Context: an optimization exercise on an open-source flow, tuned for small area. The choices shown serve that exercise and are no tape-out recipe.
RTL that was checked went through simulation tests only; none was proved equivalent to the original.
Power and IR drop assume default switching activity.

==> branch indigo: inputs <==
Design Solve, start of the top module:
module Solve#(
    parameter Y=150,
    parameter X=200
)(
    input clk,
    input rst,
    input halt,
    input prepare,
    input start,
    input next,
    input switcher,
    input sw2,
    input auto,
    input keep,
    input [15:0] length,
    input [15:0] now,
    input [4:0] debug,
    output [15:0] dataput,
    output [31:0] dataput2,
    output wrong,
    output solved,
    output fakeclick,
    output [31:0] score,
    output signed [15:0] wwmodi,
    output ready,
    output wfresh,
    output [11:0] wcolorp,
    output [17:0] wBLOn,
    output nnote0,
    output [15:0] wnotex,wnotey,
    output [15:0] wperc,
    output endpass
);
localparam IDLE=10;
localparam WAITSTART=1;
localparam READNOTE=2;
localparam READINGNOTE=3;
localparam README=4;
localparam READINGSWI=5;
localparam WAIT=6;
localparam WAITJUDGE=7;
localparam CACHEDEV=8;
localparam PASS=14;
localparam WRONG=15;
localparam XY=X*Y;
localparam LAST=132;         
function automatic [16:0] add16(input [15:0] x, input [15:0] y, input ci);
    integer i;
    reg cc;
    reg [15:0] s;
    begin
        cc=ci;
        for(i=0;i<16;i=i+1)begin
            s[i]=x[i]^y[i]^cc;
            cc=(x[i]&y[i])|(cc&(x[i]^y[i]));
        end
        add16={cc,s};
    end
endfunction
function automatic lt8(input [7:0] x, input [7:0] y);
    integer i;
    reg r;
    begin
        r=1'b0;
        for(i=0;i<8;i=i+1)
            r=(~x[i]&y[i])|(r&(~x[i]|y[i]));
        lt8=r;
    end
endfunction
reg [3:0] state;
reg [7:0] cur;
reg pz;
  ...
clock: 10.0 ns
lec_check: 0
abc_area: 1
cap_margin: 20
core_margin: 2
core_utilization: 60
slew_margin: 20
synth_memory_max_bits: 65536
standard.sh (not shown) runs the stock make flow with config.mk's settings and CLKGATE_MAP_FILE= SYNTH_SCRIPT=/design/flow/synth_recipe.tcl, a recipe that flattens the netlist after the stock synthesis.
==> flow/flow/run.sh <==
#!/bin/bash
# Standard layout, with the port buffers made of the smallest buffer cell
# and a clock tree of smaller buffers without dummy loads.
export BUFFER_PORTS_ARGS="-buffer_cell sky130_fd_sc_hd__buf_1"
export GPL_KEEP_OVERFLOW=0
export CTS_ARGS="-sink_clustering_enable -repair_clock_nets -dont_use_dummy_load -buf_list sky130_fd_sc_hd__clkbuf_8 -sink_clustering_size 16"
bash standard.sh > standard.log 2>&1
==> branch violet (differences from branch indigo) <==
--- a/flow/design.v
+++ b/flow/design.v
@@ -78,29 +78,26 @@
     input start,
     input reset,
     input [15:0] now,
     input [15:0] fac,
     output [2:0] out,
     output signed [15:0] modi,
     output ready,
-    output idle,
-    output [15:0] rm
+    output idle
 );
 reg [1:0] state;
 reg [2:0] res;
-reg [15:0] dec;
+reg [15:0] decn;             
 reg [15:0] rmodi;
+assign modi=rmodi;
 reg resd;
-wire wd=(state[1])||resd;        
-assign modi=wd?dec:rmodi;
-assign rm=rmodi;
 assign out=res;
 assign ready=resd;
 assign idle=(state==2'd0)&&!resd;
-wire [15:0] r=dec;
+wire [15:0] r=rmodi;
 wire rb=(r>=16'd65176);
 wire lt31 =(r<16'd31) |(rb&(r<16'd65207));
 wire lt46 =(r<16'd46) |(rb&(r<16'd65222));
 wire lt61 =(r<16'd61) |(rb&(r<16'd65237));
 wire lt180=(r<16'd180)|(rb&(r<16'd65356));
 wire lt300=(r<16'd300)|(rb&(r<16'd65476));
 wire lt315=(r<16'd315)|(rb&(r<16'd65491));
@@ -116,39 +113,39 @@
         for(i=0;i<16;i=i+1)begin
             s[i]=x[i]^y[i]^cc;
             cc=(x[i]&y[i])|(cc&(x[i]^y[i]));
         end
         add16={cc,s};
     end
 endfunction
-wire [16:0] facnow=add16(fac,~now,1'b1);
+wire [16:0] facnow=add16(~fac,now,1'b0);       
 wire [16:0] radj=add16(r,rsub?16'hfe98:16'h0168,1'b0);
+always @(posedge clk) decn<=facnow[15:0];
 always @ (posedge clk) begin
-    if(resd)rmodi<=dec;
     if(reset)begin
         state<=0;
         resd<=0;
         res<=0;
         rmodi<=0;
     end else
     case(state)
         2'd0:begin
             resd<=0;
             if(start)begin
                 state<=1;
-                dec<=facnow[15:0];
             end
         end
         2'd1:begin
+            rmodi<=~decn;
             state<=2;
         end
         2'd2:begin
             state<=3;
             if(rsub||radd)begin
-                dec<=radj[15:0];
+                rmodi<=radj[15:0];
             end
             if(lt180)begin
                 if(!lt46)begin
                     if(!lt61)res<=3'b111;
                     else res<=3'b110;
                 end else begin
                     if(!lt31)res<=3'b101;
@@ -1147,17 +1144,16 @@
 reg pz;
 wire rd=(state==READNOTE)||(state==README)||(state==READINGSWI)||(state==READINGNOTE);
 wire [16:0] cur1w=add16({8'd0,cur},16'd0,1'b1);
 wire [7:0] cur1=cur1w[7:0];
 reg [1:0] sn;                
 reg tillf;                   
 reg [3:0] ak;                
-reg [1:0] mk;                
-wire [15:0] rm;
-wire signed [15:0] modi=(mk==2'd0)?rm:(mk==2'd1)?16'd0:16'hffb0;
+reg [15:0] mn;               
+wire signed [15:0] modi=~mn;
 reg [3:0] waitr;
 reg [3:0] cc;                
 reg fclick;
 reg fresh;
 reg dealtadd;
 reg invalidadd;
 reg preparing;
@@ -1233,32 +1229,31 @@
 assign wwmodi=modi;
 Judge judger(
     .clk(clk),
     .reset(rst),
     .start(judgestart),
     .ready(judgeready),
     .idle(jidle),
-    .rm(rm),
     .now(outnow),
     .fac({7'd0,alldev}),
     .modi(wmodi),
     .out(jures)
 );
 Score #(.AC(16'h100)) scorer(
     .clk(clk),
     .rst(preparing),
     .reset(rst),
     .cal(beginscore),
     .dev(wmodi),
     .result(jures),
     .out(score)
 );
-wire [16:0] tn_d=add16(modi,{7'd0,notel},1'b0);
+wire [16:0] tn_d=add16(mn,~{7'd0,notel},1'b1);
 reg [15:0] tn;
-always @(posedge clk) tn<=~tn_d[15:0];
+always @(posedge clk) tn<=tn_d[15:0];
 wire [15:0] taskri=~tn;
 wire [16:0] dl=add16(length,tn,1'b1);                
 wire nb=dl[16];
 wire [15:0] d=dl[15:0];
 wire len_eq=(d==16'd0);                               
 wire ge80=(d>=16'd80);
 wire len_ge=(taskri>=16'hffb0)?(nb|ge80):(nb&ge80);   
@@ -1271,47 +1266,52 @@
 assign wrong=(state==WRONG);
 assign wnotex={8'd0,nx};
 assign wnotey={8'd0,ny};
 assign solved=dealtadd&&(!invalidadd);
 assign fakeclick=fclick;
 assign wBLOn=(sn==2'd2)?XY:(sn==2'd3)?2*XY:18'd0;
 assign wfresh=fresh;
-wire [2:0] cj=cc[2:0];
-wire rf=cc[3]&cj[2]&(cj[1]|cj[0]);
-wire r2=cc[3]&((cj==3'd4)|(cj==3'd3));
-wire gf=cc[3]&!cj[1];
-wire g8=cc[3]&cj[1]&!cj[0];
-wire g2=cc[3]&(cj==3'd3);
-wire bf=cc[3]&!cj[2]&(cj[1]|cj[0]);
-wire b2=cc[3]&(cj==3'd0);
-wire [11:0] colorp={rf,rf,rf|r2,rf,gf|g8,gf,gf|g2,gf,bf,bf,bf|b2,bf};
+reg [11:0] colorp;
+always @(*) begin
+    case(cc)
+        4'd12:colorp=12'h2f0;
+        4'd13:colorp=12'hff0;
+        4'd14:colorp=12'hf80;
+        4'd15:colorp=12'hf00;
+        4'd8:colorp=12'h0f2;
+        4'd9:colorp=12'h0ff;
+        4'd10:colorp=12'h08f;
+        4'd11:colorp=12'h22f;
+        default:colorp=12'h000;
+    endcase
+end
 assign wcolorp=colorp;
 assign nnote0=!pz&&(rd?!cur[0]:cur[0]);
 assign endpass=(state==PASS);
 always @(posedge clk) begin
     if(rst)begin
         state<=IDLE;
         fclick<=0;
         fresh<=0;
         pz<=1;
         cur<=8'd255;
         sn<=0;
-        mk<=2'd1;
+        mn<=16'hffff;
         waitr<=0;
         preparing<=0;
         cc<=0;
         dealtadd<=0;
         invalidadd<=0;
     end else
     case(state)
         IDLE:begin
             if(prepare)begin
                 fresh<=0;
                 pz<=1;
-                mk<=2'd1;
+                mn<=16'hffff;
                 waitr<=15;
                 preparing<=1;
                 sn<=0;
                 ak<=0;
                 state<=READNOTE;
             end
         end
@@ -1377,30 +1377,30 @@
             end else if(len_ge)begin
                 if(keep)begin
                     state<=CACHEDEV;
                     waitr<=4'd1;
                     fclick<=1;
                 end
                 else begin
-                    mk<=2'd2;
+                    mn<=16'h004f;
                     cc<=4'd11;
                     state<=WRONG;
                 end
             end else if(auto)begin
                 if(len_eq)begin
                     state<=CACHEDEV;
                     waitr<=4'd1;
                     fclick<=1;
                 end
             end
         end
         WAITJUDGE:begin
             if(judgeready)begin
                 cc<={1'b1,jures};
-                mk<=2'd0;
+                mn<=~wmodi;
                 if((!AC)&&(!keep))begin
                     state<=WRONG;
                 end else begin
                     state<=READNOTE;
                 end
             end
         end
@@ -1413,15 +1413,15 @@
             if(halt)begin
                 state<=IDLE;
             end
         end
         default:;
     endcase
 end
-wire [16:0] nmodi17=add16(~modi,16'd0,1'b1);
+wire [16:0] nmodi17=add16(mn,16'd0,1'b1);
 wire [15:0] nmodi=nmodi17[15:0];
 assign dataput=switcher?(sw2?perc[15:0]:now[15:0]):{snote4,waitr[3:0],state[3:0],4'd0};
 wire [31:0] putdata1={colorp,1'd0,jures,score[31:16]};
 wire [31:0] putdata2={modi[15:0],wmodi[15:0]};
 wire [31:0] dataput22=switcher?putdata1:putdata2;
 wire [31:0] putdata3=switcher?{modi,nmodi}:{nmodi,modi};
 assign dataput2=sw2?putdata3:dataput22;
==> flow/flow/run.sh (replaced) <==
#!/bin/bash
# Standard layout, with the port buffers made of the smallest buffer cell
# and a clock tree of smaller buffers without dummy loads.
export BUFFER_PORTS_ARGS="-buffer_cell sky130_fd_sc_hd__buf_1"
export CTS_ARGS="-sink_clustering_enable -repair_clock_nets -dont_use_dummy_load -buf_list sky130_fd_sc_hd__clkbuf_8 -sink_clustering_size 16"
bash standard.sh > standard.log 2>&1
- ABC_AREA: 1 -> not set
- CORE_UTILIZATION: 60 -> 40
==> branch onyx (differences from branch indigo) <==
--- a/flow/design.v
+++ b/flow/design.v
@@ -78,29 +78,26 @@
     input start,
     input reset,
     input [15:0] now,
     input [15:0] fac,
     output [2:0] out,
     output signed [15:0] modi,
     output ready,
-    output idle,
-    output [15:0] rm
+    output idle
 );
 reg [1:0] state;
 reg [2:0] res;
-reg [15:0] dec;
+reg [15:0] decn;             
 reg [15:0] rmodi;
+assign modi=rmodi;
 reg resd;
-wire wd=(state[1])||resd;        
-assign modi=wd?dec:rmodi;
-assign rm=rmodi;
 assign out=res;
 assign ready=resd;
 assign idle=(state==2'd0)&&!resd;
-wire [15:0] r=dec;
+wire [15:0] r=rmodi;
 wire rb=(r>=16'd65176);
 wire lt31 =(r<16'd31) |(rb&(r<16'd65207));
 wire lt46 =(r<16'd46) |(rb&(r<16'd65222));
 wire lt61 =(r<16'd61) |(rb&(r<16'd65237));
 wire lt180=(r<16'd180)|(rb&(r<16'd65356));
 wire lt300=(r<16'd300)|(rb&(r<16'd65476));
 wire lt315=(r<16'd315)|(rb&(r<16'd65491));
@@ -116,39 +113,39 @@
         for(i=0;i<16;i=i+1)begin
             s[i]=x[i]^y[i]^cc;
             cc=(x[i]&y[i])|(cc&(x[i]^y[i]));
         end
         add16={cc,s};
     end
 endfunction
-wire [16:0] facnow=add16(fac,~now,1'b1);
+wire [16:0] facnow=add16(~fac,now,1'b0);       
 wire [16:0] radj=add16(r,rsub?16'hfe98:16'h0168,1'b0);
+always @(posedge clk) decn<=facnow[15:0];
 always @ (posedge clk) begin
-    if(resd)rmodi<=dec;
     if(reset)begin
         state<=0;
         resd<=0;
         res<=0;
         rmodi<=0;
     end else
     case(state)
         2'd0:begin
             resd<=0;
             if(start)begin
                 state<=1;
-                dec<=facnow[15:0];
             end
         end
         2'd1:begin
+            rmodi<=~decn;
             state<=2;
         end
         2'd2:begin
             state<=3;
             if(rsub||radd)begin
-                dec<=radj[15:0];
+                rmodi<=radj[15:0];
             end
             if(lt180)begin
                 if(!lt46)begin
                     if(!lt61)res<=3'b111;
                     else res<=3'b110;
                 end else begin
                     if(!lt31)res<=3'b101;
@@ -1147,17 +1144,16 @@
 reg pz;
 wire rd=(state==READNOTE)||(state==README)||(state==READINGSWI)||(state==READINGNOTE);
 wire [16:0] cur1w=add16({8'd0,cur},16'd0,1'b1);
 wire [7:0] cur1=cur1w[7:0];
 reg [1:0] sn;                
 reg tillf;                   
 reg [3:0] ak;                
-reg [1:0] mk;                
-wire [15:0] rm;
-wire signed [15:0] modi=(mk==2'd0)?rm:(mk==2'd1)?16'd0:16'hffb0;
+reg [15:0] mn;               
+wire signed [15:0] modi=~mn;
 reg [3:0] waitr;
 reg [3:0] cc;                
 reg fclick;
 reg fresh;
 reg dealtadd;
 reg invalidadd;
 reg preparing;
@@ -1233,32 +1229,31 @@
 assign wwmodi=modi;
 Judge judger(
     .clk(clk),
     .reset(rst),
     .start(judgestart),
     .ready(judgeready),
     .idle(jidle),
-    .rm(rm),
     .now(outnow),
     .fac({7'd0,alldev}),
     .modi(wmodi),
     .out(jures)
 );
 Score #(.AC(16'h100)) scorer(
     .clk(clk),
     .rst(preparing),
     .reset(rst),
     .cal(beginscore),
     .dev(wmodi),
     .result(jures),
     .out(score)
 );
-wire [16:0] tn_d=add16(modi,{7'd0,notel},1'b0);
+wire [16:0] tn_d=add16(mn,~{7'd0,notel},1'b1);
 reg [15:0] tn;
-always @(posedge clk) tn<=~tn_d[15:0];
+always @(posedge clk) tn<=tn_d[15:0];
 wire [15:0] taskri=~tn;
 wire [16:0] dl=add16(length,tn,1'b1);                
 wire nb=dl[16];
 wire [15:0] d=dl[15:0];
 wire len_eq=(d==16'd0);                               
 wire ge80=(d>=16'd80);
 wire len_ge=(taskri>=16'hffb0)?(nb|ge80):(nb&ge80);   
@@ -1291,27 +1286,27 @@
     if(rst)begin
         state<=IDLE;
         fclick<=0;
         fresh<=0;
         pz<=1;
         cur<=8'd255;
         sn<=0;
-        mk<=2'd1;
+        mn<=16'hffff;
         waitr<=0;
         preparing<=0;
         cc<=0;
         dealtadd<=0;
         invalidadd<=0;
     end else
     case(state)
         IDLE:begin
             if(prepare)begin
                 fresh<=0;
                 pz<=1;
-                mk<=2'd1;
+                mn<=16'hffff;
                 waitr<=15;
                 preparing<=1;
                 sn<=0;
                 ak<=0;
                 state<=READNOTE;
             end
         end
@@ -1377,30 +1372,30 @@
             end else if(len_ge)begin
                 if(keep)begin
                     state<=CACHEDEV;
                     waitr<=4'd1;
                     fclick<=1;
                 end
                 else begin
-                    mk<=2'd2;
+                    mn<=16'h004f;
                     cc<=4'd11;
                     state<=WRONG;
                 end
             end else if(auto)begin
                 if(len_eq)begin
                     state<=CACHEDEV;
                     waitr<=4'd1;
                     fclick<=1;
                 end
             end
         end
         WAITJUDGE:begin
             if(judgeready)begin
                 cc<={1'b1,jures};
-                mk<=2'd0;
+                mn<=~wmodi;
                 if((!AC)&&(!keep))begin
                     state<=WRONG;
                 end else begin
                     state<=READNOTE;
                 end
             end
         end
@@ -1413,15 +1408,15 @@
             if(halt)begin
                 state<=IDLE;
             end
         end
         default:;
     endcase
 end
-wire [16:0] nmodi17=add16(~modi,16'd0,1'b1);
+wire [16:0] nmodi17=add16(mn,16'd0,1'b1);
 wire [15:0] nmodi=nmodi17[15:0];
 assign dataput=switcher?(sw2?perc[15:0]:now[15:0]):{snote4,waitr[3:0],state[3:0],4'd0};
 wire [31:0] putdata1={colorp,1'd0,jures,score[31:16]};
 wire [31:0] putdata2={modi[15:0],wmodi[15:0]};
 wire [31:0] dataput22=switcher?putdata1:putdata2;
 wire [31:0] putdata3=switcher?{modi,nmodi}:{nmodi,modi};
 assign dataput2=sw2?putdata3:dataput22;
==> flow/flow/run.sh (replaced) <==
#!/bin/bash
# Standard layout, with the port buffers made of the smallest buffer cell
# and a clock tree of smaller buffers without dummy loads.
export BUFFER_PORTS_ARGS="-buffer_cell sky130_fd_sc_hd__buf_1"
export CTS_ARGS="-sink_clustering_enable -repair_clock_nets -dont_use_dummy_load -buf_list sky130_fd_sc_hd__clkbuf_8 -sink_clustering_size 16"
bash standard.sh > standard.log 2>&1
- ABC_AREA: 1 -> not set
- CORE_UTILIZATION: 60 -> 40
==> summary of the runs <==
Branch violet finished clean. Branch onyx finished clean. Branch indigo finished clean.
Against branch violet, the synthesized cell count of branch onyx is lower by 2.4%.
The lowest clock skew belongs to branch onyx, the highest to branch violet.
Flip-flop and latch count, highest first: branch violet, branch onyx, branch indigo.
The highest wire length belongs to branch indigo, the lowest to branch violet.
Global-route usage: branch indigo > branch onyx > branch violet.
In branch violet the utilization is lower than in branch indigo, by 21 points.
In branch onyx the final cell count is smaller than in branch indigo, by about 5.6%.
Critical path depth, highest first: branch violet, branch indigo, branch onyx.
Of branch indigo and branch onyx, branch onyx has the higher sequential power (gap about 15%, measured against branch onyx).
In clock-buffer cell count, branch violet and branch indigo do not differ.
Function not checked in branch indigo and branch violet: the RTL went through the layout flow alone.

## separate check: timing with driven ports
No port has a modelled driver above. Below, the same layouts with a new extraction and two added sets of constraints. Step 1: set_driving_cell puts a clkbuf_16 on clk and a buf_2 on each other input, an assumption about the parent block. Step 2 adds t to the input delays and takes it off the output delays; t is the mean of the earliest and latest rising clock arrival at the registers after step 1. Input paths then give back, and output paths get back, about the clock's delay inside the block. Three values: no drivers, after step 1, after step 2; two values: the first two.
| run | t, ns | setup WS [ns] | clock arrival spread, ns |
|---|---|---|---|
| branch indigo | 0.493 | 0.762 / 0.790 / 0.296 | 0.042 / 0.043 |
| branch violet | 0.494 | 0.217 / 0.243 / -0.251 | 0.051 / 0.052 |
| branch onyx | 0.496 | 0.315 / 0.339 / -0.157 | 0.034 / 0.034 |
With both steps, setup timing fails in branch violet and branch onyx, where it was met with ideal ports. For branch onyx, which loses most, drivers alone change the setup slack by +0.024 ns; drivers and shift together by -0.472 ns.
